This design comes from an exercise in tuning for small area on the open sky130 flow, not from production work. Function was checked by simulation only, so behaviour that the tests miss may differ from the original. The clock cells of runs 6 and 7 come from the design's own scripts or RTL, not from TritonCTS. The clock input has no modelled driver; a real chip could not lean on it and would need a root buffer or a full tree. Power figures rest on the tool's default switching activity, not on a simulated workload.

### run.sh
#!/bin/bash
# synth_recipe.tcl (not shown) runs the flow's synth.tcl, then flattens the netlist and writes it again
# the make line also repeats each setting of config.mk as NAME=value (left out here)
make -C /OpenROAD-flow-scripts/flow DESIGN_CONFIG=/design/flow/config.mk WORK_HOME=/design/flow/orfs CLKGATE_MAP_FILE= SYNTH_SCRIPT=/design/flow/synth_recipe.tcl finish
### design.v
module debouncer (SIGNAL_I, CLK_I, RST_I, PRESS_O);
    input  [3:0] SIGNAL_I;
    input        CLK_I;
    input        RST_I;      
    output       PRESS_O;    
    parameter [9:0] CNT_POL = 10'b10_1010_1010;
    reg [9:0] cnt_q0, cnt_q1, cnt_q2, cnt_q3;    
    reg [3:0] sig_out_reg;
    wire [9:0] cnt0 = cnt_q0 ^ CNT_POL;
    wire [9:0] cnt1 = cnt_q1 ^ CNT_POL;
    wire [9:0] cnt2 = cnt_q2 ^ CNT_POL;
    wire [9:0] cnt3 = cnt_q3 ^ CNT_POL;
    wire [3:0] low_zero = {~|cnt3[8:0], ~|cnt2[8:0], ~|cnt1[8:0], ~|cnt0[8:0]};
    wire [3:0] at_max   = {cnt3[9], cnt2[9], cnt1[9], cnt0[9]} & low_zero;
    wire [3:0] clr = {4{RST_I}} | ~(SIGNAL_I ^ sig_out_reg) | at_max;
    function [9:0] nxt;
        input [9:0] c;
        input       z;
        begin
            nxt = {c[8:0], c[9] ^ c[6] ^ z};
        end
    endfunction
    always @(posedge CLK_I) begin
        cnt_q0 <= (clr[0] ? 10'd0 : nxt(cnt0, low_zero[0])) ^ CNT_POL;
        cnt_q1 <= (clr[1] ? 10'd0 : nxt(cnt1, low_zero[1])) ^ CNT_POL;
        cnt_q2 <= (clr[2] ? 10'd0 : nxt(cnt2, low_zero[2])) ^ CNT_POL;
        cnt_q3 <= (clr[3] ? 10'd0 : nxt(cnt3, low_zero[3])) ^ CNT_POL;
    end
    always @(posedge CLK_I) begin
        if (RST_I) sig_out_reg <= 4'b0000;
        else       sig_out_reg <= sig_out_reg ^ at_max;
    end
    assign PRESS_O = |(at_max & ~sig_out_reg);
endmodule
module UART_TX_CTRL (CLK, RST, E_WRAP, V_LSB, PRESS, UART_TX);
    input  CLK;
    input  RST;       
    input  E_WRAP;    
    input  V_LSB;     
    input  PRESS;     
    output UART_TX;
    parameter [3:0] S_GUARD = 4'd9;
    parameter [3:0] S_WAIT  = 4'd10;
    parameter [3:0] S_PRESS = 4'd11;
    parameter [3:0] S_SEND  = 4'd13;
    parameter [3:0] S_IDLE  = 4'd14;
    parameter [3:0] S_STOP  = 4'd8;
    parameter [6:0] T_FIRST = 7'd7;     
    parameter [6:0] T_LOAD  = 7'd5;     
    parameter [6:0] T_LAST  = 7'd10;    
    parameter [5:0] C_WELCOME = 6'd33;
    parameter [5:0] C_BUTTON  = 6'd8;
    reg [3:0] slot;
    reg [6:0] tmr;
    reg [5:0] chr;
    wire tmr_end = (tmr == T_LAST);
    wire timed   = (slot < 4'd9) || (slot > 4'd13);    
    wire last    = &chr[4:0];
    always @(posedge CLK) begin
        if (RST) slot <= S_GUARD;
        else case (slot)
            S_GUARD: if (E_WRAP && V_LSB) slot <= S_IDLE;
            S_WAIT:  if (PRESS) slot <= S_PRESS;
            S_STOP:  if (tmr_end) slot <= last ? (PRESS ? S_PRESS : S_WAIT) : S_SEND;
            4'd11, 4'd12, S_SEND: slot <= slot + 4'd1;
            default: if (tmr_end) slot <= slot + 4'd1;
        endcase
    end
    always @(posedge CLK) begin
        if (!timed)       tmr <= T_LOAD;
        else if (tmr_end) tmr <= T_FIRST;
        else              tmr <= {tmr[5:0], tmr[6] ^ tmr[5]};
    end
    always @(posedge CLK) begin
        if (slot == S_GUARD)              chr <= C_WELCOME;
        else if (slot == S_PRESS)         chr <= C_BUTTON;
        else if ((slot == S_STOP) && tmr_end) chr <= chr + 6'd1;
    end
    function [7:0] rom_byte;
        input [5:0] idx;
        begin
            case (idx)
                6'd8 : rom_byte = 8'h42;
                6'd9 : rom_byte = 8'h75;
                6'd10: rom_byte = 8'h74;
                6'd11: rom_byte = 8'h74;
                6'd12: rom_byte = 8'h6F;
                6'd13: rom_byte = 8'h6E;
                6'd14: rom_byte = 8'h20;
                6'd15: rom_byte = 8'h70;
                6'd16: rom_byte = 8'h72;
                6'd17: rom_byte = 8'h65;
                6'd18: rom_byte = 8'h73;
                6'd19: rom_byte = 8'h73;
                6'd20: rom_byte = 8'h20;
                6'd21: rom_byte = 8'h64;
                6'd22: rom_byte = 8'h65;
                6'd23: rom_byte = 8'h74;
                6'd24: rom_byte = 8'h65;
                6'd25: rom_byte = 8'h63;
                6'd26: rom_byte = 8'h74;
                6'd27: rom_byte = 8'h65;
                6'd28: rom_byte = 8'h64;
                6'd29: rom_byte = 8'h21;
                6'd30: rom_byte = 8'h0A;
                6'd31: rom_byte = 8'h0D;
                6'd33: rom_byte = 8'h0A;
                6'd34: rom_byte = 8'h0D;
                6'd35: rom_byte = 8'h41;
                6'd36: rom_byte = 8'h52;
                6'd37: rom_byte = 8'h54;
                6'd38: rom_byte = 8'h59;
                6'd39: rom_byte = 8'h20;
                6'd40: rom_byte = 8'h47;
                6'd41: rom_byte = 8'h50;
                6'd42: rom_byte = 8'h49;
                6'd43: rom_byte = 8'h4F;
                6'd44: rom_byte = 8'h2F;
                6'd45: rom_byte = 8'h55;
                6'd46: rom_byte = 8'h41;
                6'd47: rom_byte = 8'h52;
                6'd48: rom_byte = 8'h54;
                6'd49: rom_byte = 8'h20;
                6'd50: rom_byte = 8'h44;
                6'd51: rom_byte = 8'h45;
                6'd52: rom_byte = 8'h4D;
                6'd53: rom_byte = 8'h4F;
                6'd54: rom_byte = 8'h21;
                6'd55: rom_byte = 8'h20;
                6'd56: rom_byte = 8'h20;
                6'd57: rom_byte = 8'h20;
                6'd58: rom_byte = 8'h20;
                6'd59: rom_byte = 8'h20;
                6'd60: rom_byte = 8'h20;
                6'd61: rom_byte = 8'h0A;
                6'd62: rom_byte = 8'h0A;
                6'd63: rom_byte = 8'h0D;
                default: rom_byte = 8'h00;
            endcase
        end
    endfunction
    wire [7:0] cur_byte = rom_byte(chr);
    assign UART_TX = slot[3] ? ~(slot[2] & slot[1] & slot[0]) : cur_byte[slot[2:0]];
endmodule
module RGB_controller (GCLK, RST, E_WRAP, V_LSB, RED_O, GREEN_O, BLUE_O);
    input  GCLK;
    input  RST;         
    output E_WRAP;
    output V_LSB;
    output RED_O, GREEN_O, BLUE_O;
    parameter [10:0] E_FIRST = 11'd235;    
    parameter [10:0] E_START = 11'd227;    
    parameter [10:0] E_LAST  = 11'd454;    
    parameter [10:0] E_POL   = 11'b010_1010_1010;
    parameter [8:0]  VALCOUNTMAX = 9'd383;
    reg [7:0]  wcnt;
    reg [10:0] ecnt_q;
    reg [8:0]  vcnt;
    wire [10:0] ecnt = ecnt_q ^ E_POL;
    assign E_WRAP = (ecnt == E_LAST);
    assign V_LSB  = vcnt[0];
    always @(posedge GCLK) begin
        if (RST) wcnt <= 8'hFF;
        else     wcnt <= wcnt + 8'd1;
    end
    always @(posedge GCLK) begin
        if (RST)         ecnt_q <= E_START ^ E_POL;
        else if (E_WRAP) ecnt_q <= E_FIRST ^ E_POL;
        else             ecnt_q <= {ecnt[9:0], ecnt[10] ^ ecnt[8]} ^ E_POL;
    end
    always @(posedge GCLK) begin
        if (RST || (E_WRAP && (vcnt == VALCOUNTMAX))) vcnt <= 9'd0;
        else                                          vcnt <= vcnt + {8'd0, E_WRAP};
    end
    wire inc_on = ~wcnt[7] & (vcnt[6:0] > wcnt[6:0]);
    wire dec_on = ~wcnt[7] & (~vcnt[6:0] > wcnt[6:0]);
    reg red, green, blue;
    always @(*) begin
        case (vcnt[8:7])
            2'b00:   begin red = inc_on; green = dec_on; blue = 1'b0;   end
            2'b01:   begin red = dec_on; green = 1'b0;   blue = inc_on; end
            default: begin red = 1'b0;   green = inc_on; blue = dec_on; end
        endcase
    end
    assign RED_O   = red;
    assign GREEN_O = green;
    assign BLUE_O  = blue;
endmodule
module GPIO_demo (
    SW, BTN, CLK, RST, LED, UART_TXD,
    RGB0_Red, RGB0_Green, RGB0_Blue,
    RGB1_Red, RGB1_Green, RGB1_Blue,
    RGB2_Red, RGB2_Green, RGB2_Blue,
    RGB3_Red, RGB3_Green, RGB3_Blue
);
    input  [3:0] SW;
    input  [3:0] BTN;
    input        CLK;
    input        RST;    
    output [3:0] LED;
    output       UART_TXD;
    output       RGB0_Red, RGB0_Green, RGB0_Blue;
    output       RGB1_Red, RGB1_Green, RGB1_Blue;
    output       RGB2_Red, RGB2_Green, RGB2_Blue;
    output       RGB3_Red, RGB3_Green, RGB3_Blue;
    assign LED = SW;
    wire press;      
    debouncer Inst_btn_debounce (
        .SIGNAL_I (BTN),
        .CLK_I    (CLK),
        .RST_I    (RST),
        .PRESS_O  (press)
    );
    wire pwm_red, pwm_green, pwm_blue;
    wire e_wrap;     
    wire v_lsb;      
    RGB_controller RGB_Core (
        .GCLK    (CLK),
        .RST     (RST),
        .E_WRAP  (e_wrap),
        .V_LSB   (v_lsb),
        .RED_O   (pwm_red),
        .GREEN_O (pwm_green),
        .BLUE_O  (pwm_blue)
    );
    assign RGB0_Red = pwm_red;  assign RGB0_Blue = pwm_green;  assign RGB0_Green = pwm_blue;
    assign RGB1_Red = pwm_red;  assign RGB1_Blue = pwm_green;  assign RGB1_Green = pwm_blue;
    assign RGB2_Red = pwm_red;  assign RGB2_Blue = pwm_green;  assign RGB2_Green = pwm_blue;
    assign RGB3_Red = pwm_red;  assign RGB3_Blue = pwm_green;  assign RGB3_Green = pwm_blue;
    UART_TX_CTRL u_uart_tx_ctrl (
        .CLK     (CLK),
        .RST     (RST),
        .E_WRAP  (e_wrap),
        .V_LSB   (v_lsb),
        .PRESS   (press),
        .UART_TX (UART_TXD)
    );
endmodule
### constraint.sdc
create_clock -name core_clock -period 10.0 [get_ports {CLK}]
set_input_delay 2.0000 -clock core_clock [delete_from_list [all_inputs] [get_ports {CLK}]]
set_output_delay 2.0000 -clock core_clock [all_outputs]
set_load 0.01 [all_outputs]
### config.mk
export PLATFORM = sky130hd
export DESIGN_NAME = GPIO_demo
export DESIGN_NICKNAME = GPIO_demo
export VERILOG_FILES = /design/flow/design.v
export SDC_FILE = /design/flow/constraint.sdc
export NUM_CORES = 4
export LEC_CHECK = 0
export CAP_MARGIN = 20
export CORE_MARGIN = 2
export CORE_UTILIZATION = 40
export SLEW_MARGIN = 20
==> results of run 1 <==
==> critical path: cells and delay by family (launching register included) <==
family	cells	cell delay, ns
and+or+nand+nor	3	0.76
adders and majority gates	1	0.35
AOI/OAI and AO/OA	3	0.38
DFF	1	0.57
buffers and inverters	2	0.74
==> layout by cell type, fill, tap and decap left out, types with 8 or more instances in the layout <==
| cell type | instances |
|---|---|
| clkbuf_16 | 9 |
| clkdlybuf4s50_1 | 18 |
| xnor2_1 | 25 |
| dfxtp_1 | 87 |
| nor2_1 | 61 |
| nor3_1 | 10 |
| o21ai_0 | 11 |
| nor4_1 | 8 |
| ha_1 | 34 |
| nand2_1 | 60 |
| a21oi_1 | 18 |
| inv_1 | 27 |
| nand3_1 | 21 |
==> worst max path at each step <==
stage | start | end | slack [ns]
floorplan | SW[0] | LED[0] | 5.88
global placement | u_uart_tx_ctrl.chr[3] | UART_TXD | 5.11
detailed placement | u_uart_tx_ctrl.chr[3] | UART_TXD | 5.04
CTS | u_uart_tx_ctrl.chr[3] | UART_TXD | 4.68
global route | u_uart_tx_ctrl.chr[0] | UART_TXD | 4.62
finish | u_uart_tx_ctrl.chr[0] | UART_TXD | 4.88
==> power by group through the flow <==
stage | clock network [mW] | logic, mW | registers, mW
final | 0.351 | 0.324 | 0.449
after global routing | 0.378 | 0.366 | 0.455
after CTS | 0.361 | 0.324 | 0.447
after detailed placement | 0 | 0.322 | 0.455
after global placement | 0 | 0.321 | 0.454
after floorplan | 0 | 0.306 | 0.412
==> through the flow <==
| step | util (%) | setup slack (ns) | power [mW] |
|---|---|---|---|
| after floorplan | - | 5.881 | 0.7176 |
| after CTS | 45.59 | 4.681 | 1.132 |
| final | 45.61 | 4.882 | 1.124 |
| after detailed placement | 42.70 | 5.043 | 0.7770 |
| after global placement | 42.70 | 5.107 | 0.7745 |
| after global routing | 45.61 | 4.623 | 1.199 |
==> cell families after synthesis <==
group                    count (synthesis)  synth area share (%)
AND/OR/NAND/NOR                        211                 22.98
flip-flops                              89                 39.06
AO/OA/AOI/OAI                           76                 12.01
buffers and inverters                   67                 7.680
adder cells (fa/ha/maj)                 34                 9.325
XOR/XNOR                                32                 6.144
multiplexers                            10                 2.798
==> Yosys cell counts, drive strengths merged, types with 3 or more instances <==
cell	count
and4b	3
mux2i	6
and3	4
and2	7
or3	5
nor3	14
o21bai	3
o21a	3
nor4	9
nand4	5
nor2	62
nand2	60
nand2b	4
nor2b	6
a211oi	3
a21oi	18
ha	34
xnor2	25
o21ai	14
xor2	7
a31oi	7
dfxtp	89
buf	28
nand3	22
clkbuf	7
a22o	3
inv	30
==> per-layer routing <==
layer	global-route usage, %	share of wire (%)	wire (um)	vias up
li1	-	-	-	1752
met1	19.97	51	4374	1585
met2	22.21	44	3781	51
met3	3.062	3.1	263	9
met4	4.500	1.3	110	0
met5	0	0	0	-
==> final cells by class <==
cell class / instances / area share [%]
Tap cell: 140 / 3.497
Inverter: 32 / 2.448
Multi-Input combinational cell: 363 / 48.50
Clock inverter: 7 / 1.848
Sequential cell: 89 / 35.61
Clock buffer: 9 / 4.496
Timing Repair Buffer: 18 / 3.596
==> results.ini, run 1 <==
[run_status]
status = no timing/DRC/antenna violations

[detailed_routing]
wl_per_cell_um = 12.96
firstDrtPassIters = 4
routed_via_density = 5.163
drt.antenna.violating_nets = 0
route.detailed.drc = 0
first_iter_violations = 159
vias = 3397
wl_mm = 8.529

[cells_and_area]
largest-register = RGB_Core.ecnt_q
antenna_cells = 0
area_growth_pct = 9.819
layout.cells.non_filler = 658
seqCellArea_sq_um = 1784
drive_gt1_share_pct = 7.336
multi_input_area_sq_um = 2430
stdcell_area_sq_um = 5010
nFillCells = 1036
largest_reg_flops = 11
final_nets = 557

[critical_path]
max_stage_delay_ns = 0.57
cp_slowest_cell = dfxtp_1
worst_r2r_startpoint = Inst_btn_debounce.cnt_q3[2]
rrSetupSlack_ns = 7.56
cp_cell_sequence = inv_1 > ha_1 > nor2b_1 > nor3_2 > a221o_1 > a21oi_1 > or3_1 > a31oi_1 > clkdlybuf4s50_1
start_kind = register
rr_endpoint = u_uart_tx_ctrl.slot[0]
end_kind = primary output
path_class = register to primary output
worstPathMaxFanout = 11
arrival_ns = 3.12
crit_required_ns = 8.00
r2r_cells = 10

[sta]
clock.fmax_ghz = 0.1954
setup_viol = 0
period_needed_ns = 5.118
maxSlewHeadroom_pct = 48.09
period_share_pct = 51.18
rsz0062_at_grt = false
tightestPinTransition_ns = 0.7776
drv_slew = 0
hold_slack_ns = 0.3816
setup_tns_ns = 0
hold_viol_final = 0
fin_worst_skew_ns = 0.008361

[hold_path]
min_path_cells = 1
hold_start = Inst_btn_debounce.cnt_q1[2]
worstHoldEndpoint = Inst_btn_debounce.cnt_q1[3]
min_path_type = register to register

[logic_synthesis]
netlist_area_sq_um = 4562
yosys.area.top_type = dfxtp_1
avgSynthCellArea_sq_um = 8.790
synth-edff-count = 0
async_reset_ff_share_pct = 0
synth_area_leaders = dfxtp_1 (39%), ha_1 (9.3%), nor2_1 (5.0%), nand2_1 (4.9%), xnor2_1 (4.8%)
synthesis.nets = 563
synth_cells = 519
ys_warn_count = 3
synth.distinct_cells = 69
synthFlopType = dfxtp_1
seq_area_frac_synth_pct = 39.06
synth.top_cell.area_share_pct = 39.06
ys_seq_elements = 89

[power]
power.switching_mw = 0.3876
power.density_nw_per_um2 = 224.4
sw_frac_of_total_pct = 34.47
vdd_drop_max_mv = 0.09179
seqPwrFrac_pct = 39.9
combPwrFrac_pct = 28.9
power_frac_clock_pct = 31.3
internal_power_mw = 0.7368
leakagePower_nw = 1.992

[place]
io_buffers = 18
dp_cells = 642
hpwlAfterDp_mm = 6.194
place.gp.congestion = 0.8999
post_dp_cell_area_sq_um = 4690

[global_route]
grt_pass1_vias = 3239
track_usage_pct = 14.34
antenna_found_initial = 0
grt_max_degree = 36
grt_pass1_wl_mm = 14.88
grt-ovfl-total = 0

[run]
cap_violations = 0

[clock_network]
cts_tree = built
cts_resized = 0
clockRootBuffer = clkbuf_16
hold_buffers = 0
clk_pin_slew_ns = 0.07
htree_levels = 3
clock_latency_ns = 0.34
cts_setup_buffers = 0
cts_sinks = 89
cts_buffer_depth = 2
cts_made_buffers = 9

[die]
dieArea_sq_um = 12270
fp.dieH_um = 110.8
rows = 38
core_sq_um = 10980
top_level_ports = 27
initial_core_util_pct = 41.54
fp.dieW_um = 110.8

==> run 2, diff against run 1 <==
==> flow/run.sh (new file) <==
#!/bin/bash
# Layout flow: the standard synthesis, then a stronger ABC re-mapping of the
# combinational logic (registers are kept as they are), then the standard ORFS
# flow from floorplan to finish with smaller port buffers and a leaner clock tree.
# Each tool's full output goes to a log file in the work folder.
set -euo pipefail
WORK=$(pwd)
RES=$WORK/orfs/results/$FLOW_PLATFORM/GPIO_demo/base

bash standard.sh synth > $WORK/log_1_standard_synth.txt 2>&1

cp $RES/1_2_yosys.v $RES/1_2_yosys_standard.v
REOPT_IN=$RES/1_2_yosys_standard.v REOPT_OUT=$RES/1_2_yosys.v \
  REOPT_SCRIPT=$WORK/flow/deep.script \
  yosys -c $WORK/flow/reopt.tcl > $WORK/log_2_reopt.txt 2>&1

export BUFFER_PORTS_ARGS="-buffer_cell sky130_fd_sc_hd__buf_1"
if [[ -f $WORK/flow/cts_args.txt ]]; then
  export CTS_ARGS="$(cat $WORK/flow/cts_args.txt)"
fi
bash standard.sh finish > $WORK/log_3_standard_finish.txt 2>&1
==> flow/cts_args.txt (new file) <==
-sink_clustering_enable -repair_clock_nets -dont_use_dummy_load -buf_list sky130_fd_sc_hd__clkbuf_8
==> flow/deep.script (new file) <==
strash
&get -n
&deepsyn -T 60
&put
dch -f
amap
==> flow/reopt.tcl (new file) <==
# Re-map the combinational logic of the standard synthesis netlist with a
# stronger ABC script. Flip-flop cells stay as they are (same names, same cells).
yosys -import
set lib $::env(FLOW_HOME)/platforms/$::env(FLOW_PLATFORM)/lib/sky130_fd_sc_hd__tt_025C_1v80.lib
set top $::env(FLOW_TOP)

read_liberty -ignore_miss_func $lib
blackbox sky130_fd_sc_hd__df* sky130_fd_sc_hd__edf* sky130_fd_sc_hd__sdf* sky130_fd_sc_hd__dl*
read_verilog $::env(REOPT_IN)
hierarchy -top $top
flatten
opt -purge
tee -o $::env(REOPT_OUT).before_stat.txt stat
abc -script $::env(REOPT_SCRIPT) -liberty $lib \
  -dont_use sky130_fd_sc_hd__lpflow_* -dont_use sky130_fd_sc_hd__probe* \
  -dont_use sky130_fd_sc_hd__clkdly* -dont_use sky130_fd_sc_hd__dlygate* \
  -dont_use sky130_fd_sc_hd__dlymetal* -dont_use sky130_fd_sc_hd__clkbuf* \
  -dont_use sky130_fd_sc_hd__clkinv*
read_liberty -lib -overwrite $lib
hierarchy -top $top
opt_clean -purge
hilomap -singleton -hicell sky130_fd_sc_hd__conb_1 HI -locell sky130_fd_sc_hd__conb_1 LO
insbuf -buf sky130_fd_sc_hd__buf_4 A X
splitnets
opt_clean -purge
check -assert -mapped
tee -o $::env(REOPT_OUT).stat.txt stat -liberty $lib
write_verilog -noattr -nohex -nodec $::env(REOPT_OUT)
==> standard.sh (new file) <==
#!/bin/bash
# synth_recipe.tcl (not shown) runs the flow's synth.tcl, then flattens the netlist and writes it again
# the make line also repeats each setting of config.mk as NAME=value (left out here)
make -C /OpenROAD-flow-scripts/flow DESIGN_CONFIG=/design/flow/config.mk WORK_HOME=/design/flow/orfs CLKGATE_MAP_FILE= SYNTH_SCRIPT=/design/flow/synth_recipe.tcl "${@:-finish}"
--- a/config.mk
+++ b/config.mk
@@ -8,4 +8,5 @@
 export CAP_MARGIN = 20
 export CORE_MARGIN = 2
-export CORE_UTILIZATION = 40
+export CORE_UTILIZATION = 65
+export PLACE_DENSITY = 0.8
 export SLEW_MARGIN = 20
removed: run.sh
==> results.ini, run 2 <==
[critical_path]
worstPathMaxFanout = 8
startpoint = u_uart_tx_ctrl.chr[3]
arrival_ns = 3.10
rr_endpoint = RGB_Core.vcnt[8]
rrSetupSlack_ns = 7.17
worst_r2r_startpoint = RGB_Core.ecnt_q[8]
r2r_cells = 8
crit_required_ns = 8.00
end_kind = primary output
start_kind = register
crit_end = UART_TXD
path_class = register to primary output

[cells_and_area]
final_nets = 478
largest_reg_flops = 11
drive_gt1_share_pct = 2.146
largest-register = RGB_Core.ecnt_q
area_growth_pct = 5.285
final_common_cell = nor2_1
antenna_cells = 0
layout.cells.non_filler = 538
layout_common_cells = nor2_1 (116), dfxtp_1 (89), inv_1 (44)

[sta]
tightestPinTransition_ns = 0.8390
setup_tns_ns = 0
period_share_pct = 51.05
drv_slew = 0
fin_worst_skew_ns = 0.02510
rsz0062_at_grt = false
clock.fmax_ghz = 0.1959
setup_ws_ns = 4.895
period_needed_ns = 5.105
setup_viol = 0
hold_viol_final = 0
maxSlewHeadroom_pct = 43.47

[die]
core_sq_um = 5439
dieArea_sq_um = 6186
top_level_ports = 27
fp.dieW_um = 78.65
initial_core_util_pct = 66.60
fp.dieH_um = 78.65
rows = 27

[logic_synthesis]
avgSynthCellArea_sq_um = 8.032
netlist_area_sq_um = 3622
synthesis.nets = 461
synth_cells = 451
ys_warn_count = 3

[place]
dpl_worst_slack_ns = 5.297
dp_cells = 529
place.gp.congestion = 0.9614
hpwlAfterDp_mm = 5.626
io_buffers = 18

[clock_network]
cts_resized = 0
cts_tree = built
cts_made_buffers = 9
cts_sinks = 89
cts_setup_buffers = 0
htree_levels = 3
cts_buffer_depth = 2
hold_buffers = 0
clockRootBuffer = clkbuf_8
clk_pin_slew_ns = 0.07
clock_latency_ns = 0.36

[global_route]
grt_max_degree = 25
track_usage_pct = 25.63
antenna_found_initial = 0
grt-ovfl-total = 0
grt_pass1_wl_mm = 12.51
grt_pass1_vias = 2913

[detailed_routing]
wl_per_cell_um = 14.17
first_iter_violations = 258
vias = 3140
routed_via_density = 5.836
route.detailed.drc = 0
wl_mm = 7.622
firstDrtPassIters = 5
drt.antenna.violating_nets = 0

[power]
power.density_nw_per_um2 = 212.7
leakagePower_nw = 1.520
vdd_drop_max_mv = 0.1428
finalPower_mw = 0.8113

[run]
cap_violations = 0

[run_status]
status = no timing/DRC/antenna violations

[hold_path]
min_path_type = register to register

==> run 2: stage by stage <==
step           utilization, %  hold slack [ns]  area (sq um)
3_5_place_dp            67.84           0.3775          3690
4_1_cts                 70.12           0.3842          3814
2_1_floorplan               -           0.3579          3622
6_report                70.12           0.3846          3814
3_3_place_gp            67.84           0.3700          3690
5_1_grt                 70.12           0.3979          3814
==> run 2: worst min path at each step <==
stage | slack, ns | cells past startpoint | from | end
detailed placement | 0.38 | 1 | Inst_btn_debounce.cnt_q1[4] | Inst_btn_debounce.cnt_q1[5]
CTS | 0.38 | 1 | Inst_btn_debounce.cnt_q2[2] | Inst_btn_debounce.cnt_q2[3]
global placement | 0.37 | 1 | Inst_btn_debounce.cnt_q2[8] | Inst_btn_debounce.cnt_q2[9]
global route | 0.40 | 1 | Inst_btn_debounce.cnt_q2[4] | Inst_btn_debounce.cnt_q2[5]
floorplan | 0.36 | 1 | Inst_btn_debounce.cnt_q2[8] | Inst_btn_debounce.cnt_q2[9]
finish | 0.38 | 1 | Inst_btn_debounce.cnt_q2[4] | Inst_btn_debounce.cnt_q2[5]
==> run 2: per-layer routing <==
metal  GRT usage, %  vias up  part of all wire [%]
li1               -     1570                     -
met5              0        -                     0
met4          10.35        0                   2.2
met1          30.25     1451                    44
met2          44.79       99                    50
met3          5.977       20                   4.5
==> run 2: layout make-up <==
class / count / area, sq um
Sequential cell: 89 / 1782
Fill cell: 410 / 1625
Multi-Input combinational cell: 305 / 1578
Inverter: 44 / 165.2
Clock buffer: 9 / 123.9
Tap cell: 72 / 90.09
Timing Repair Buffer: 19 / 75.07
==> run 2: worst max-delay path, stage by stage, from the launching register on <==
cell and delay (ns):
dfxtp_1 0.36, inv_1 0.22, nor2_1 0.13, nor2_1 0.11, nor2_1 0.04, a21oi_1 0.20, nor2_1 0.06, o311ai_0 0.56
a21oi_1 0.15, or4_1 0.41, o21a_1 0.11, o32a_1 0.15, nor2_1 0.08, a21oi_1 0.04, buf_1 0.14
==> run 2: where the power goes <==
group,switching (mW),total [mW],internal [mW]
combinational,0.141,0.219,0.0785
sequential,0.0266,0.406,0.380
clock,0.105,0.186,0.0806
==> run 3, diff against run 2 <==
==> flow/cts_args.txt (replaced) <==
-sink_clustering_enable -repair_clock_nets -dont_use_dummy_load -buf_list sky130_fd_sc_hd__clkbuf_8 -sink_clustering_size 30 -sink_clustering_max_diameter 100
--- a/config.mk
+++ b/config.mk
@@ -8,5 +8,4 @@
 export CAP_MARGIN = 20
 export CORE_MARGIN = 2
-export CORE_UTILIZATION = 65
-export PLACE_DENSITY = 0.8
+export CORE_UTILIZATION = 40
 export SLEW_MARGIN = 20
==> results.ini, run 3 <==
[sta]
setup_tns_ns = 0
period_share_pct = 51.02
clock.fmax_ghz = 0.1960
maxSlewHeadroom_pct = 52.87
tightestPinTransition_ns = 0.7004
fin_worst_skew_ns = 0.02526
rsz0062_at_grt = false
setup_viol = 0
period_needed_ns = 5.102
drv_slew = 0
hold_viol_final = 0

[clock_network]
cts_buffer_depth = 2
clockRootBuffer = clkbuf_8
cts_tree = built
cts_setup_buffers = 0
clk_pin_slew_ns = 0.09
clock_latency_ns = 0.34
htree_levels = 3
cts_sinks = 89
hold_buffers = 0
cts_made_buffers = 9
cts_resized = 0

[cells_and_area]
antenna_cells = 0
largest-register = RGB_Core.ecnt_q
utilization_pct = 43.92
nFillCells = 904
layout_common_cells = nor2_1 (97), dfxtp_1 (89), inv_1 (42)
layout.cells.non_filler = 565
stdcell_area_sq_um = 3811
multi_input_area_sq_um = 1538
area_growth_pct = 6.615
drive_gt1_share_pct = 2.188
final_common_cell = nor2_1
seqCellArea_sq_um = 1782
final_nets = 469
largest_reg_flops = 11

[power]
power.density_nw_per_um2 = 206.3
finalPower_mw = 0.7861
combPwrFrac_pct = 24.8
power_frac_clock_pct = 23.5
leakagePower_nw = 1.475
internal_power_mw = 0.5310
power.switching_mw = 0.2551
sw_frac_of_total_pct = 32.45
vdd_drop_max_mv = 0.1082
seqPwrFrac_pct = 51.7

[critical_path]
arrival_ns = 3.10
cp_cell_sequence = inv_1 > nor2_1 > inv_1 > nor2_1 > a221oi_1 > nor2_1 > o21ai_0 > o311ai_0 > nor3_1 > or2_0 > a31oi_1 > nor2_1 > a311oi_1 > a31oi_1 > nor2_1 > a21oi_1 > buf_1
path_buf_inv = 3
crit_path_frequent_cell = nor2_1
critPathTopFamily = compound AO/OA/AOI/OAI gates
end_kind = primary output
rr_endpoint = u_uart_tx_ctrl.slot[2]
worst_r2r_startpoint = u_uart_tx_ctrl.tmr[5]
worstPathMaxFanout = 10
rrSetupSlack_ns = 7.66
cp_slowest_cell = dfxtp_1
path_class = register to primary output
start_kind = register
max_stage_delay_ns = 0.35
r2r_cells = 11
crit_required_ns = 8.00

[place]
io_buffers = 18
place.gp.congestion = 0.8706
post_dp_cell_area_sq_um = 3687
dp_cells = 556
hpwlAfterDp_mm = 5.281

[detailed_routing]
vias = 2974
drt.antenna.violating_nets = 0
firstDrtPassIters = 4
wl_per_cell_um = 12.67
route.detailed.drc = 0
routed_via_density = 5.264
wl_mm = 7.161
first_iter_violations = 117

[global_route]
grt_max_degree = 24
grt_pass1_wl_mm = 12.82
grt_pass1_vias = 2979
antenna_found_initial = 0
grt-ovfl-total = 0
track_usage_pct = 16.01

[logic_synthesis]
synthesis.nets = 452
avgSynthCellArea_sq_um = 8.088
ys_warn_count = 3
netlist_area_sq_um = 3575
synth_cells = 442

[die]
initial_core_util_pct = 41.19
fp.dieW_um = 98.54
rows = 34
fp.dieH_um = 98.54
dieArea_sq_um = 9709
top_level_ports = 27
core_sq_um = 8678

[hold_path]
worstHoldEndpoint = Inst_btn_debounce.cnt_q0[3]
min_path_type = register to register
min_path_cells = 1
hold_start = Inst_btn_debounce.cnt_q0[2]

[run]
cap_violations = 0

[run_status]
status = no timing/DRC/antenna violations

==> run 3: routing by layer <==
layer	wire, um	share of wire [%]	vias to the layer above	GRT usage (%)
li1	-	-	1554	-
met1	3320	46	1311	19.42
met2	3218	45	79	26.16
met3	352	4.9	30	4.610
met4	270	3.8	0	7.692
met5	0	0	-	0
==> run 3: power groups by stage <==
stage / sequential, mW / clock, mW / combinational [mW]
floorplan: 0.406 / 0 / 0.156
global placement: 0.414 / 0 / 0.197
detailed placement: 0.414 / 0 / 0.193
CTS: 0.406 / 0.193 / 0.194
global route: 0.410 / 0.208 / 0.227
finish: 0.407 / 0.185 / 0.195
==> run 3: final cells by class <==
class,instances,share of cell area [%]
flip-flops and latches,89,46.75
well taps,108,3.546
multi-input cells,298,40.35
clock buffers,9,3.250
inverters,42,4.137
repair buffers,19,1.970
==> run 3: metrics by stage <==
step	hold WS [ns]	setup slack, ns
2_1_floorplan	0.3534	5.713
3_3_place_gp	0.3641	5.367
3_5_place_dp	0.3667	5.269
4_1_cts	0.3840	4.889
5_1_grt	0.4060	4.486
6_report	0.3805	4.898
==> run 3: worst max path at each step <==
stage / from / end / slack [ns] / depth (start not counted)
3_5_place_dp: u_uart_tx_ctrl.chr[0] / UART_TXD / 5.27 / 17
3_3_place_gp: u_uart_tx_ctrl.chr[0] / UART_TXD / 5.37 / 17
4_1_cts: u_uart_tx_ctrl.chr[0] / UART_TXD / 4.89 / 17
2_1_floorplan: u_uart_tx_ctrl.chr[0] / UART_TXD / 5.71 / 16
5_1_grt: u_uart_tx_ctrl.chr[0] / UART_TXD / 4.49 / 17
6_report: u_uart_tx_ctrl.chr[0] / UART_TXD / 4.90 / 17
==> run 4, diff against run 3 <==
==> flow/run.sh (replaced) <==
#!/bin/bash
# Layout flow: the standard synthesis, then a stronger ABC re-mapping of the
# combinational logic (registers are kept as they are: same names, same cells),
# then the standard ORFS flow from floorplan to finish, with smaller port buffers
# and clock tree settings from flow/cts_args.txt.
# Each tool's full output goes to a log file of its own in the work folder.
set -euo pipefail
WORK=$(pwd)
RES=$WORK/orfs/results/$FLOW_PLATFORM/GPIO_demo/base
SEEDS="${REOPT_SEEDS:-1 2 3 4}"
DEEP_T="${REOPT_T:-240}"

bash standard.sh synth > $WORK/log_1_standard_synth.txt 2>&1

cp $RES/1_2_yosys.v $RES/1_2_yosys_standard.v
# several ABC runs with different seeds in parallel; keep the smallest result
for s in $SEEDS; do
  sed -e "s/@T@/$DEEP_T/" -e "s/@S@/$s/" $WORK/flow/deep.script.in > $WORK/deep_$s.script
  REOPT_IN=$RES/1_2_yosys_standard.v REOPT_OUT=$WORK/reopt_$s.v \
    REOPT_SCRIPT=$WORK/deep_$s.script \
    yosys -c $WORK/flow/reopt.tcl > $WORK/log_2_reopt_seed$s.txt 2>&1 &
done
wait
best=""; best_area=""
for s in $SEEDS; do
  [[ -f $WORK/reopt_$s.v.stat.txt ]] || continue
  a=$(awk '/Chip area/ {print $NF}' $WORK/reopt_$s.v.stat.txt)
  echo "seed $s area $a" >> $WORK/log_2_reopt_choice.txt
  if [[ -z "$best" ]] || awk -v a=$a -v b=$best_area 'BEGIN {exit !(a < b)}'; then best=$s; best_area=$a; fi
done
echo "chosen seed $best area $best_area" >> $WORK/log_2_reopt_choice.txt
cp $WORK/reopt_$best.v $RES/1_2_yosys.v

export BUFFER_PORTS_ARGS="-buffer_cell sky130_fd_sc_hd__buf_1"
if [[ -f $WORK/flow/cts_args.txt ]]; then
  export CTS_ARGS="$(cat $WORK/flow/cts_args.txt)"
fi
bash standard.sh finish > $WORK/log_3_standard_finish.txt 2>&1
==> flow/cts_args.txt (replaced) <==
-sink_clustering_enable -repair_clock_nets -dont_use_dummy_load -buf_list sky130_fd_sc_hd__clkbuf_8
==> flow/deep.script.in (new file) <==
strash
&get -n
&deepsyn -T @T@ -S @S@
&put
dch -f
amap
--- a/config.mk
+++ b/config.mk
@@ -8,4 +8,5 @@
 export CAP_MARGIN = 20
 export CORE_MARGIN = 2
-export CORE_UTILIZATION = 40
+export CORE_UTILIZATION = 65
+export PLACE_DENSITY = 0.8
 export SLEW_MARGIN = 20
removed: flow/deep.script
==> results.ini, run 4 <==
[run_status]
status = no timing/DRC/antenna violations

[critical_path]
cp_cell_sequence = inv_1 > a22oi_1 > nand2_1 > a221oi_1 > o21ai_0 > a31oi_1 > nor2_1 > nor2_1 > o32ai_1 > buf_1
startpoint = u_uart_tx_ctrl.chr[1]
end_kind = primary output
path_class = register to primary output
worstPathMaxFanout = 10
crit_required_ns = 8.00
path_buf_inv = 2
crit_path_frequent_cell = nor2_1
arrival_ns = 2.57
cp_slowest_cell = dfxtp_1
critPathTopFamily = compound AO/OA/AOI/OAI gates
start_kind = register
max_stage_delay_ns = 0.48
worst_r2r_startpoint = RGB_Core.ecnt_q[6]

[clock_network]
cts_made_buffers = 9
clockRootBuffer = clkbuf_8
htree_levels = 3
cts_sinks = 89
cts_tree = built
clock_latency_ns = 0.35
cts_buffer_depth = 2
clk_pin_slew_ns = 0.08
hold_buffers = 0
cts_setup_buffers = 0
cts_resized = 0

[sta]
setup_tns_ns = 0
setup_viol = 0
tightestPinTransition_ns = 0.8761
setup_ws_ns = 5.434
hold_viol_final = 0
clock.fmax_ghz = 0.2190
drv_slew = 0
period_share_pct = 45.66
maxSlewHeadroom_pct = 40.98
hold_slack_ns = 0.3810
period_needed_ns = 4.566
rsz0062_at_grt = false
fin_worst_skew_ns = 0.02464

[place]
dpl_worst_slack_ns = 5.835
place.gp.congestion = 0.9682
io_buffers = 18
post_dp_cell_area_sq_um = 3618
dp_cells = 510
hpwlAfterDp_mm = 5.141

[cells_and_area]
final_nets = 461
largest_reg_flops = 11
drive_gt1_share_pct = 2.227
utilization_pct = 71.90
layout_common_cells = nor2_1 (92), dfxtp_1 (89), inv_1 (44)
nFillCells = 398
largest-register = RGB_Core.ecnt_q
layout.cells.non_filler = 519
final_common_cell = nor2_1
area_growth_pct = 5.317
stdcell_area_sq_um = 3742
antenna_cells = 0

[power]
combPwrFrac_pct = 23.8
internal_power_mw = 0.5316
sw_frac_of_total_pct = 32.10
power.switching_mw = 0.2513
finalPower_mw = 0.7830
vdd_drop_max_mv = 0.1615
leakagePower_nw = 1.495
seqPwrFrac_pct = 52.6
power.density_nw_per_um2 = 209.2
power_frac_clock_pct = 23.5

[detailed_routing]
drt.antenna.violating_nets = 0
vias = 3006
wl_per_cell_um = 13.71
route.detailed.drc = 0
firstDrtPassIters = 5
routed_via_density = 5.792
first_iter_violations = 182
wl_mm = 7.115

[global_route]
antenna_found_initial = 0
grt_max_degree = 23
grt-ovfl-total = 0
track_usage_pct = 24.79
grt_pass1_wl_mm = 12.13
grt_pass1_vias = 2797

[die]
fp.dieW_um = 77.94
core_sq_um = 5205
fp.dieH_um = 77.94
top_level_ports = 27
dieArea_sq_um = 6074
rows = 26
initial_core_util_pct = 68.27

[logic_synthesis]
avgSynthCellArea_sq_um = 8.188
synth_cells = 434
synthesis.nets = 444
ys_warn_count = 3
netlist_area_sq_um = 3553

[hold_path]
hold_start = Inst_btn_debounce.cnt_q0[8]
min_path_type = register to register

[run]
cap_violations = 0

-- run 4: power groups by stage --
stage	sequential (mW)	clock (mW)	combinational, mW
2_1_floorplan	0.410	0	0.148
3_3_place_gp	0.419	0	0.180
3_5_place_dp	0.419	0	0.183
4_1_cts	0.411	0.189	0.184
5_1_grt	0.416	0.201	0.211
6_report	0.412	0.184	0.187
-- run 4: path summary, 6_finish.rpt --
path	endpoint	slack (ns)	cells past startpoint
worst max-delay path	UART_TXD	5.43	10
worst max register to register	RGB_Core.vcnt[8]	7.15	8
worst min-delay path	Inst_btn_debounce.cnt_q0[9]	0.38	1
worst min register to register	Inst_btn_debounce.cnt_q0[9]	0.38	1
-- run 4: routing by layer --
| metal | track usage (%) | wire, um |
|---|---|---|
| met1 | 30.77 | 3282 |
| met5 | 0 | 0 |
| met3 | 6.163 | 308 |
| met4 | 8.947 | 90 |
| met2 | 41.81 | 3433 |
-- run 4: area by class of cell --
cell class,count,area [sq um],share of cell area [%]
repair buffers,19,75.07,2.006
inverters,44,165.2,4.413
flip-flops and latches,89,1782,47.61
well taps,70,87.58,2.340
multi-input cells,288,1509,40.32
clock buffers,9,123.9,3.310
-- run 4: worst register-to-register path: cells and delay by family, from the launching register on --
kind / cells / cell delay, ns
buf+inv: 2 / 0.19
flops: 1 / 0.33
simple gates: 5 / 1.95
compound gates: 1 / 0.30
==> run 5, diff against run 4 <==
--- a/design.v
+++ b/design.v
@@ -13,5 +13,5 @@
     wire [3:0] low_zero = {~|cnt3[8:0], ~|cnt2[8:0], ~|cnt1[8:0], ~|cnt0[8:0]};
     wire [3:0] at_max   = {cnt3[9], cnt2[9], cnt1[9], cnt0[9]} & low_zero;
-    wire [3:0] clr = {4{RST_I}} | ~(SIGNAL_I ^ sig_out_reg) | at_max;
+    wire [3:0] clr = {4{RST_I}} | ~(SIGNAL_I ^ sig_out_reg);
     function [9:0] nxt;
         input [9:0] c;
@@ -46,9 +46,8 @@
     parameter [3:0] S_IDLE  = 4'd14;
     parameter [3:0] S_STOP  = 4'd8;
-    parameter [6:0] T_FIRST = 7'd7;     
-    parameter [6:0] T_LOAD  = 7'd5;     
-    parameter [6:0] T_LAST  = 7'd10;    
+    parameter [6:0] T_LOAD  = 7'd53;    
+    parameter [6:0] T_LAST  = 7'd107;   
     parameter [5:0] C_WELCOME = 6'd33;
-    parameter [5:0] C_BUTTON  = 6'd8;
+    parameter [5:0] C_BUTTON  = 6'd7;     
     reg [3:0] slot;
     reg [6:0] tmr;
@@ -68,12 +67,11 @@
     end
     always @(posedge CLK) begin
-        if (!timed)       tmr <= T_LOAD;
-        else if (tmr_end) tmr <= T_FIRST;
-        else              tmr <= {tmr[5:0], tmr[6] ^ tmr[5]};
+        if (!timed) tmr <= T_LOAD;
+        else        tmr <= {tmr[5:0], tmr[6] ^ tmr[5] ^ tmr_end};
     end
     always @(posedge CLK) begin
-        if (slot == S_GUARD)              chr <= C_WELCOME;
-        else if (slot == S_PRESS)         chr <= C_BUTTON;
-        else if ((slot == S_STOP) && tmr_end) chr <= chr + 6'd1;
+        if (slot == S_GUARD)      chr <= C_WELCOME;
+        else if (slot == S_PRESS) chr <= C_BUTTON;
+        else if (slot == S_SEND)  chr <= chr + 6'd1;
     end
     function [7:0] rom_byte;
@@ -149,7 +147,6 @@
     output V_LSB;
     output RED_O, GREEN_O, BLUE_O;
-    parameter [10:0] E_FIRST = 11'd235;    
-    parameter [10:0] E_START = 11'd227;    
-    parameter [10:0] E_LAST  = 11'd454;    
+    parameter [10:0] E_START = 11'd614;     
+    parameter [10:0] E_LAST  = 11'd1228;    
     parameter [10:0] E_POL   = 11'b010_1010_1010;
     parameter [8:0]  VALCOUNTMAX = 9'd383;
@@ -165,7 +162,6 @@
     end
     always @(posedge GCLK) begin
-        if (RST)         ecnt_q <= E_START ^ E_POL;
-        else if (E_WRAP) ecnt_q <= E_FIRST ^ E_POL;
-        else             ecnt_q <= {ecnt[9:0], ecnt[10] ^ ecnt[8]} ^ E_POL;
+        if (RST) ecnt_q <= E_START ^ E_POL;
+        else     ecnt_q <= {ecnt[9:0], ecnt[10] ^ ecnt[8] ^ E_WRAP} ^ E_POL;
     end
     always @(posedge GCLK) begin
==> results.ini, run 5 <==
[cells_and_area]
final_nets = 449
area_growth_pct = 5.353
largest_reg_flops = 11
largest-register = RGB_Core.ecnt_q
antenna_cells = 0
layout_common_cells = nor2_1 (96), dfxtp_1 (89), inv_1 (37)
final_common_cell = nor2_1
drive_gt1_share_pct = 2.288

[detailed_routing]
wl_per_cell_um = 13.25
wl_met3_um = 357
firstDrtPassIters = 4
top_layer_used = met4
first_iter_violations = 254
drt.antenna.violating_nets = 0
route.met2.wl_mm = 3.106
route.detailed.drc = 0
wl_mm = 6.719
drt-met1-wl_mm = 3.196
vias = 2881
routed_via_density = 5.682

[sta]
setup_viol = 0
maxSlewHeadroom_pct = 38.89
rsz0062_at_grt = false
fin_worst_skew_ns = 0.01894
period_share_pct = 49.66
clock.fmax_ghz = 0.2014
tightestPinTransition_ns = 0.9070
setup_tns_ns = 0
hold_viol_final = 0
drv_slew = 0
setup_ws_ns = 5.034
period_needed_ns = 4.966

[die]
rows = 26
core_sq_um = 5172
fp.dieW_um = 77.69
initial_core_util_pct = 68.24
top_level_ports = 27
fp.dieH_um = 77.69
dieArea_sq_um = 6036

[power]
seqPwrFrac_pct = 48.9
finalPower_mw = 0.8829
power_frac_clock_pct = 20.5
leakagePower_nw = 1.457
sw_frac_of_total_pct = 34.35
combPwrFrac_pct = 30.6
power.switching_mw = 0.3033
vdd_drop_max_mv = 0.1782
power.density_nw_per_um2 = 237.4
internal_power_mw = 0.5796

[clock_network]
cts_sinks = 89
clockRootBuffer = clkbuf_8
hold_buffers = 0
cts_tree = built
clk_pin_slew_ns = 0.06
cts_setup_buffers = 0
htree_levels = 3
clock_latency_ns = 0.34
cts_buffer_depth = 2
cts_resized = 0
cts_made_buffers = 9

[critical_path]
worstPathMaxFanout = 10
start_kind = register
worst_r2r_startpoint = RGB_Core.ecnt_q[8]
crit_required_ns = 8.00
cp_slowest_cell = dfxtp_1
startpoint = u_uart_tx_ctrl.chr[0]
end_kind = primary output
path_class = register to primary output
cp_cell_sequence = inv_1 > o221a_1 > a221oi_1 > nor2_1 > a21oi_1 > o21ai_0 > o311a_1 > or4_1 > a222oi_1 > nor2_1 > a21oi_1 > buf_1
arrival_ns = 2.97
max_stage_delay_ns = 0.41

[run_status]
status = no timing/DRC/antenna violations

[hold_path]
min_path_type = register to register
hold_start = Inst_btn_debounce.cnt_q2[2]

[global_route]
grt_max_degree = 19
grt_pass1_vias = 2691
antenna_found_initial = 0
track_usage_pct = 23.75
grt-ovfl-total = 0
grt_pass1_wl_mm = 11.67

[logic_synthesis]
ys_warn_count = 3
avgSynthCellArea_sq_um = 8.364
synthesis.nets = 432
netlist_area_sq_um = 3530
synth_cells = 422

[place]
dpl_worst_slack_ns = 5.427
place.gp.congestion = 0.9577
io_buffers = 18
hpwlAfterDp_mm = 4.924

[run]
cap_violations = 0

-- run 5: cell types whose count changed in the layout (fill, tap and decap cells not counted), moves of 3 or more --
cell,before,now
a221oi_1,7,2
a222oi_1,0,3
inv_1,44,37
nand2_1,34,26
nand2b_1,11,17
nand4_1,7,1
nor2_1,92,96
nor3b_1,0,3
nor4_1,7,1
o21ai_0,26,22
or2_0,2,8
or4b_1,0,3
-- run 5: final timing paths --
path,slack (ns),cells past startpoint,end
max,5.03,12,UART_TXD
min,0.39,1,Inst_btn_debounce.cnt_q2[3]
max reg2reg,6.85,13,RGB_Core.vcnt[1]
min reg2reg,0.39,1,Inst_btn_debounce.cnt_q2[3]
-- run 5: layout make-up --
class	instances	area, sq um
inverter	37	138.9
sequential	89	1782
clock buffer	9	123.9
tap	70	87.58
timing repair buffer	19	75.07
multi-input combinational	283	1511
fill	380	1454
-- run 5: stage by stage --
stage	util [%]	cell area [sq um]	instances	hold WS, ns
floorplan	-	3530	422	0.3615
global placement	69.50	3595	498	0.3736
detailed placement	69.50	3595	498	0.3768
CTS	71.89	3719	507	0.3955
global route	71.89	3719	507	0.4026
finish	71.89	3719	507	0.3918
-- run 5: per-layer routing --
layer	track usage [%]	vias up
li1	-	1483
met1	30.84	1308
met5	0	-
met4	8.750	0
met2	39.31	78
met3	4.651	12
-- run 5: worst max-delay path, delay by kind of cell (launching register included) --
family          cells  cell delay, ns
compound gates      7            1.33
buf+inv             2            0.36
flops               1            0.41
simple gates        3            0.54
-- run 5: power by group through the flow --
stage / clock network, mW / registers [mW] / logic (mW)
2_1_floorplan: 0 / 0.428 / 0.218
3_3_place_gp: 0 / 0.439 / 0.273
3_5_place_dp: 0 / 0.439 / 0.265
4_1_cts: 0.187 / 0.431 / 0.266
5_1_grt: 0.198 / 0.439 / 0.305
6_report: 0.181 / 0.432 / 0.270
==> run 6, diff against run 5 <==
--- a/flow/run.sh
+++ b/flow/run.sh
@@ -3,11 +3,11 @@
 # combinational logic (registers are kept as they are: same names, same cells),
 # then the standard ORFS flow from floorplan to finish, with smaller port buffers
-# and clock tree settings from flow/cts_args.txt.
+# and clock tree settings from flow/cts_args.txt or flow/manual_cts.tcl.
 # Each tool's full output goes to a log file of its own in the work folder.
 set -euo pipefail
 WORK=$(pwd)
 RES=$WORK/orfs/results/$FLOW_PLATFORM/GPIO_demo/base
-SEEDS="${REOPT_SEEDS:-1 2 3 4}"
-DEEP_T="${REOPT_T:-240}"
+SEEDS="${REOPT_SEEDS:-1 2}"
+DEEP_T="${REOPT_T:-60}"
 
 bash standard.sh synth > $WORK/log_1_standard_synth.txt 2>&1
@@ -36,3 +36,9 @@
   export CTS_ARGS="$(cat $WORK/flow/cts_args.txt)"
 fi
+# flow/manual_cts.tcl, if present, replaces TritonCTS with a fixed buffer grid
+# (settings in flow/manual_cts.env)
+if [[ -f $WORK/flow/manual_cts.tcl ]]; then
+  export PRE_CTS_TCL=$WORK/flow/manual_cts.tcl
+  set -a; source $WORK/flow/manual_cts.env; set +a
+fi
 bash standard.sh finish > $WORK/log_3_standard_finish.txt 2>&1
==> flow/manual_cts.env (new file) <==
MANUAL_CTS_GX=3
MANUAL_CTS_GY=3
MANUAL_CTS_CELL=sky130_fd_sc_hd__clkbuf_4
MANUAL_CTS_ROOT=sky130_fd_sc_hd__clkbuf_4
==> flow/manual_cts.tcl (new file) <==
# Clock buffering in place of TritonCTS: the clock port drives a few clock
# buffers (MANUAL_CTS_CELL), each driving the clock pins of the flip-flops in
# one cell of a GX x GY grid over the flip-flops (equal counts per strip).
proc clock_tree_synthesis {args} {
  set gx [expr {[info exists ::env(MANUAL_CTS_GX)] ? $::env(MANUAL_CTS_GX) : 2}]
  set gy [expr {[info exists ::env(MANUAL_CTS_GY)] ? $::env(MANUAL_CTS_GY) : 2}]
  set cell [expr {[info exists ::env(MANUAL_CTS_CELL)] ? $::env(MANUAL_CTS_CELL) : "sky130_fd_sc_hd__clkbuf_8"}]
  set block [ord::get_db_block]
  set db [ord::get_db]
  set master [$db findMaster $cell]
  set clknet [[$block findBTerm CLK] getNet]
  set sinks {}
  foreach it [$clknet getITerms] {
    set bb [[$it getInst] getBBox]
    lappend sinks [list [expr {([$bb xMin] + [$bb xMax]) / 2}] [expr {([$bb yMin] + [$bb yMax]) / 2}] $it]
  }
  set sinks [lsort -integer -index 0 $sinks]
  # more than 4 leaf buffers: a root buffer drives them, so the clock port
  # itself drives a single cell
  set drv $clknet
  if {$gx * $gy > 4} {
    set rcell [expr {[info exists ::env(MANUAL_CTS_ROOT)] ? $::env(MANUAL_CTS_ROOT) : $cell}]
    set root [odb::dbInst_create $block [$db findMaster $rcell] "clkbuf_manual_root"]
    set drv [odb::dbNet_create $block "clknet_manual_root"]
    $drv setSigType CLOCK
    [$root findITerm A] connect $clknet
    [$root findITerm X] connect $drv
    set sx 0; set sy 0
    foreach s $sinks { set sx [expr {$sx + [lindex $s 0]}]; set sy [expr {$sy + [lindex $s 1]}] }
    $root setLocation [expr {$sx / [llength $sinks]}] [expr {$sy / [llength $sinks]}]
    $root setPlacementStatus PLACED
  }
  set n [llength $sinks]
  puts "manual CTS: $n sinks, ${gx}x${gy} x $cell"
  set g 0
  for {set i 0} {$i < $gx} {incr i} {
    set strip [lsort -integer -index 1 [lrange $sinks [expr {$i * $n / $gx}] [expr {($i + 1) * $n / $gx - 1}]]]
    set m [llength $strip]
    for {set j 0} {$j < $gy} {incr j} {
      set grp [lrange $strip [expr {$j * $m / $gy}] [expr {($j + 1) * $m / $gy - 1}]]
      set buf [odb::dbInst_create $block $master "clkbuf_manual_$g"]
      set net [odb::dbNet_create $block "clknet_manual_$g"]
      $net setSigType CLOCK
      set sx 0; set sy 0
      foreach s $grp {
        set it [lindex $s 2]
        $it disconnect
        $it connect $net
        set sx [expr {$sx + [lindex $s 0]}]; set sy [expr {$sy + [lindex $s 1]}]
      }
      [$buf findITerm A] connect $drv
      [$buf findITerm X] connect $net
      set k [llength $grp]
      $buf setLocation [expr {$sx / $k}] [expr {$sy / $k}]
      $buf setPlacementStatus PLACED
      incr g
    }
  }
  set_propagated_clock [all_clocks]
}
removed: flow/cts_args.txt
==> results.ini, run 6 <==
[critical_path]
r2r_cells = 13
path_buf_inv = 3
arrival_ns = 2.90
worstPathMaxFanout = 9
worst_r2r_startpoint = RGB_Core.ecnt_q[8]
startpoint = u_uart_tx_ctrl.chr[2]
start_kind = register
crit_required_ns = 8.00
crit_path_frequent_cell = nor2_1
end_kind = primary output
max_stage_delay_ns = 0.43
cp_slowest_cell = dfxtp_1
critPathTopFamily = compound AO/OA/AOI/OAI gates
cp_cell_sequence = inv_1 > nor2_1 > inv_1 > o21ai_0 > a21boi_0 > nand3_1 > o211ai_1 > a222oi_1 > a31oi_1 > nor2_1 > nor3_1 > nor2_1 > a21oi_1 > buf_1
path_class = register to primary output
cp.depth = 14

[sta]
setup_viol = 0
fin_worst_skew_ns = 0.01405
hold_slack_ns = 0.3887
hold_viol_final = 0
tightestPinTransition_ns = 0.8663
rsz0062_at_grt = false
period_share_pct = 48.98
setup_tns_ns = 0
drv_slew = 0
period_needed_ns = 4.898
clock.fmax_ghz = 0.2042
maxSlewHeadroom_pct = 41.85

[die]
dieArea_sq_um = 6066
rows = 26
top_level_ports = 27
fp.dieH_um = 77.89
initial_core_util_pct = 68.60
core_sq_um = 5172
fp.dieW_um = 77.89

[clock_network]
cts_resized = 0
hold_buffers = 0
clk_pin_slew_ns = 0.10
clock_latency_ns = 0.43
cts_setup_buffers = 0

[detailed_routing]
drt.antenna.violating_nets = 0
wl_per_cell_um = 14.09
route.detailed.drc = 0
wl_mm = 7.314
firstDrtPassIters = 5
first_iter_violations = 383
vias = 3038
routed_via_density = 5.854

[place]
io_buffers = 18
place.gp.congestion = 0.9039
hpwlAfterDp_mm = 5.459

[cells_and_area]
antenna_cells = 0
drive_gt1_share_pct = 2.227
largest-register = RGB_Core.ecnt_q
layout_common_cells = nor2_1 (105), dfxtp_1 (89), nand2_1 (41)
final_nets = 461
area_growth_pct = 3.738
final_common_cell = nor2_1
largest_reg_flops = 11
nFillCells = 412

[global_route]
grt_max_degree = 19
track_usage_pct = 24.11
grt-ovfl-total = 0
grt_pass1_vias = 2776
antenna_found_initial = 0
grt_pass1_wl_mm = 12.29

[hold_path]
min_path_type = register to register
hold_start = Inst_btn_debounce.cnt_q2[2]
min_path_cells = 1

[logic_synthesis]
synthesis.nets = 444
ys_warn_count = 3
avgSynthCellArea_sq_um = 8.176
netlist_area_sq_um = 3548
synth_cells = 434

[power]
leakagePower_nw = 1.451
power.density_nw_per_um2 = 225.5
vdd_drop_max_mv = 0.1505

[run_status]
status = no timing/DRC/antenna violations

[run]
cap_violations = 0

==> run 6: report_power, final <==
group | internal (mW) | total [mW] | leakage [nW] | switching (mW)
clock network | 0.0464 | 0.147 | 0.0460 | 0.101
logic | 0.0911 | 0.258 | 0.677 | 0.167
registers | 0.389 | 0.425 | 0.728 | 0.0356
total | 0.527 | 0.830 | 1.45 | 0.303
==> run 6: area by class of cell <==
cell class | count | area [sq um] | share of cell area [%]
tap | 70 | 87.58 | 2.379
inverter | 39 | 146.4 | 3.977
buffer | 10 | 75.07 | 2.039
multi-input combinational | 293 | 1523 | 41.37
timing repair buffer | 18 | 67.56 | 1.835
sequential | 89 | 1782 | 48.40
==> run 6: per-stage QoR <==
step / instances / util, % / total power [mW] / instance area [sq um] / worst slack (ns)
after global routing: 519 / 71.17 / 0.8797 / 3681 / 4.769
after floorplan: 434 / - / 0.6220 / 3548 / 5.881
after detailed placement: 509 / 69.71 / 0.6830 / 3606 / 5.631
after global placement: 509 / 69.71 / 0.6841 / 3606 / 5.682
after CTS: 519 / 71.17 / 0.8250 / 3681 / 5.138
final: 519 / 71.17 / 0.8300 / 3681 / 5.102
==> run 6: routing by layer <==
| layer | vias up | wire length [um] | track usage, % |
|---|---|---|---|
| met4 | 0 | 181 | 5.714 |
| met1 | 1394 | 3249 | 31.37 |
| met2 | 110 | 3499 | 43.19 |
| li1 | 1515 | - | - |
| met5 | - | 0 | 0 |
| met3 | 19 | 384 | 2.093 |
==> run 6: path summary, 6_finish.rpt <==
path / endpoint / slack, ns
hold / removal: Inst_btn_debounce.cnt_q2[3] / 0.39
setup / recovery: UART_TXD / 5.10
setup reg to reg: RGB_Core.vcnt[1] / 6.87
hold reg to reg: Inst_btn_debounce.cnt_q2[3] / 0.39
==> run 7, diff against run 6 <==
--- a/flow/run.sh
+++ b/flow/run.sh
@@ -8,6 +8,6 @@
 WORK=$(pwd)
 RES=$WORK/orfs/results/$FLOW_PLATFORM/GPIO_demo/base
-SEEDS="${REOPT_SEEDS:-1 2}"
-DEEP_T="${REOPT_T:-60}"
+SEEDS="${REOPT_SEEDS:-1 2 3 4}"
+DEEP_T="${REOPT_T:-240}"
 
 bash standard.sh synth > $WORK/log_1_standard_synth.txt 2>&1
==> results.ini, run 7 <==
[run_status]
status = no timing/DRC/antenna violations

[clock_network]
cts_setup_buffers = 0
cts_resized = 0
clk_pin_slew_ns = 0.12
hold_buffers = 0
clock_latency_ns = 0.42

[critical_path]
arrival_ns = 3.10
start_kind = register
crit_required_ns = 8.00
max_stage_delay_ns = 0.44
path_buf_inv = 2
cp.depth = 12
crit_end = UART_TXD
end_kind = primary output
cp_slowest_cell = dfxtp_1
cp_cell_sequence = inv_1 > o221a_1 > a221oi_1 > nor2_1 > a21oi_1 > o21ai_0 > o311a_1 > or4_1 > a222oi_1 > nor2_1 > a21oi_1 > buf_1
worstPathMaxFanout = 10
rrSetupSlack_ns = 6.82
worst_r2r_startpoint = RGB_Core.ecnt_q[8]
startpoint = u_uart_tx_ctrl.chr[0]
r2r_cells = 13
rr_endpoint = RGB_Core.vcnt[1]
path_class = register to primary output
critPathTopFamily = compound AO/OA/AOI/OAI gates

[cells_and_area]
final_nets = 450
final_common_cell = nor2_1
drive_gt1_share_pct = 2.511
area_growth_pct = 3.970
layout_common_cells = nor2_1 (96), dfxtp_1 (89), inv_1 (37)
largest-register = RGB_Core.ecnt_q
antenna_cells = 0
nFillCells = 384
largest_reg_flops = 11

[sta]
maxSlewHeadroom_pct = 35.30
hold_viol_final = 0
setup_viol = 0
tightestPinTransition_ns = 0.9604
fin_worst_skew_ns = 0.02120
setup_ws_ns = 4.896
period_share_pct = 51.04
rsz0062_at_grt = false
setup_tns_ns = 0
drv_slew = 0
clock.fmax_ghz = 0.1959
period_needed_ns = 5.104

[power]
combPwrFrac_pct = 31.7
vdd_drop_max_mv = 0.1363
power.density_nw_per_um2 = 231.6
power_frac_clock_pct = 17.5
sw_frac_of_total_pct = 35.85
internal_power_mw = 0.5453
leakagePower_nw = 1.439
seqPwrFrac_pct = 50.8
power.switching_mw = 0.3048

[die]
initial_core_util_pct = 68.24
rows = 26
top_level_ports = 27
dieArea_sq_um = 6036
fp.dieW_um = 77.69
core_sq_um = 5172
fp.dieH_um = 77.69

[logic_synthesis]
ys_warn_count = 3
avgSynthCellArea_sq_um = 8.364
synthesis.nets = 432
netlist_area_sq_um = 3530
synth_cells = 422

[detailed_routing]
wl_mm = 6.781
first_iter_violations = 239
firstDrtPassIters = 5
routed_via_density = 5.740
drt.antenna.violating_nets = 0
route.detailed.drc = 0
vias = 2916
wl_per_cell_um = 13.35

[place]
dpl_worst_slack_ns = 5.427
place.gp.congestion = 0.9577
hpwlAfterDp_mm = 4.924
io_buffers = 18

[hold_path]
min_path_type = register to register

[global_route]
grt-ovfl-total = 0
grt_pass1_wl_mm = 11.76
antenna_found_initial = 0
track_usage_pct = 22.67
grt_pass1_vias = 2723
grt_max_degree = 19

[run]
cap_violations = 0

[run 7: layer usage]
layer	vias to the layer above	track usage, %	wire length (um)
met4	0	4.107	119
met5	-	0	0
met3	15	2.093	356
met2	83	40.00	3120
li1	1484	-	-
met1	1334	30.57	3185
[run 7: stage by stage]
step	hold slack (ns)	total power [mW]	util (%)	area (sq um)	cells
6_report	0.3940	0.8501	70.95	3670	508
5_1_grt	0.4146	0.9093	70.95	3670	508
4_1_cts	0.3994	0.8462	70.95	3670	508
3_5_place_dp	0.3768	0.7036	69.50	3595	498
3_3_place_gp	0.3736	0.7129	69.50	3595	498
2_1_floorplan	0.3615	0.6464	-	3530	422
[run 7: worst min path at each step]
stage	startpoint	endpoint	slack [ns]	cells past startpoint
finish	RGB_Core.ecnt_q[5]	RGB_Core.ecnt_q[6]	0.39	1
CTS	RGB_Core.ecnt_q[5]	RGB_Core.ecnt_q[6]	0.40	1
detailed placement	RGB_Core.ecnt_q[1]	RGB_Core.ecnt_q[2]	0.38	1
global route	Inst_btn_debounce.cnt_q2[0]	Inst_btn_debounce.cnt_q2[1]	0.41	1
global placement	Inst_btn_debounce.cnt_q2[2]	Inst_btn_debounce.cnt_q2[3]	0.37	1
floorplan	RGB_Core.ecnt_q[1]	RGB_Core.ecnt_q[2]	0.36	1
[run 7: worst register-to-register path, cell delays in order (launching register included)]
cell	delay (ns)
dfxtp_1	0.32
inv_1	0.09
nand4b_1	0.11
nor4b_1	0.28
nor4bb_1	0.48
nand2_1	0.19
nor2_1	0.18
nand2_1	0.11
nor2_1	0.16
nand2_1	0.10
nor2_1	0.18
nand2_1	0.12
o21ai_0	0.63
a211oi_1	0.10
[run 7: power groups by stage]
stage          Clock (mW)  Combinational (mW)  Sequential, mW
3_5_place_dp            0               0.265           0.439
3_3_place_gp            0               0.273           0.439
2_1_floorplan           0               0.218           0.428
6_report            0.148               0.270           0.432
5_1_grt             0.165               0.305           0.439
4_1_cts             0.150               0.266           0.430
[run 7: cell type report]
type / instances / area [sq um] / area share (%)
Tap cell: 70 / 87.58 / 2.387
Inverter: 37 / 138.9 / 3.785
Sequential cell: 89 / 1782 / 48.55
Buffer: 10 / 75.07 / 2.046
Multi-Input combinational cell: 283 / 1511 / 41.19
Timing Repair Buffer: 19 / 75.07 / 2.046

==> separate check: timing with driven ports <==
The flow's constraints put no driver on any port. The routed layouts listed below were extracted and timed again, unchanged, in two steps. Step 1 assumes that a clkbuf_16 drives the clock port and a buf_2 every other input. Step 2, shift: input delay + t, output delay - t, t = (earliest + latest rising clock arrival at the registers) / 2. This alone moves slack from input paths to output paths. Three values: ideal ports, drivers, drivers and shift; two values: the first two.
| run | t (ns) | slack for setup (ns) | hold slack, ns | clock arrival spread, ns |
|---|---|---|---|---|
| run 1 | 0.367 | 4.882 / 4.846 / 5.213 | 0.382 / 0.382 / 0.382 | 0.008 / 0.008 |
| run 2 | 0.371 | 4.895 / 4.864 / 5.235 | 0.385 / 0.385 / 0.385 | 0.035 / 0.034 |
| run 3 | 0.368 | 4.898 / 4.867 / 5.235 | 0.381 / 0.381 / 0.381 | 0.035 / 0.034 |
| run 4 | 0.368 | 5.434 / 5.405 / 5.773 | 0.381 / 0.381 / 0.381 | 0.026 / 0.026 |
| run 5 | 0.354 | 5.034 / 5.008 / 5.362 | 0.392 / 0.392 / 0.392 | 0.019 / 0.019 |
| run 6 | 0.444 | 5.102 / 5.078 / 5.522 | 0.389 / 0.389 / 0.389 | 0.016 / 0.016 |
| run 7 | 0.438 | 4.896 / 4.869 / 5.306 | 0.394 / 0.394 / 0.394 | 0.028 / 0.027 |
After both steps every run listed still meets setup and hold.
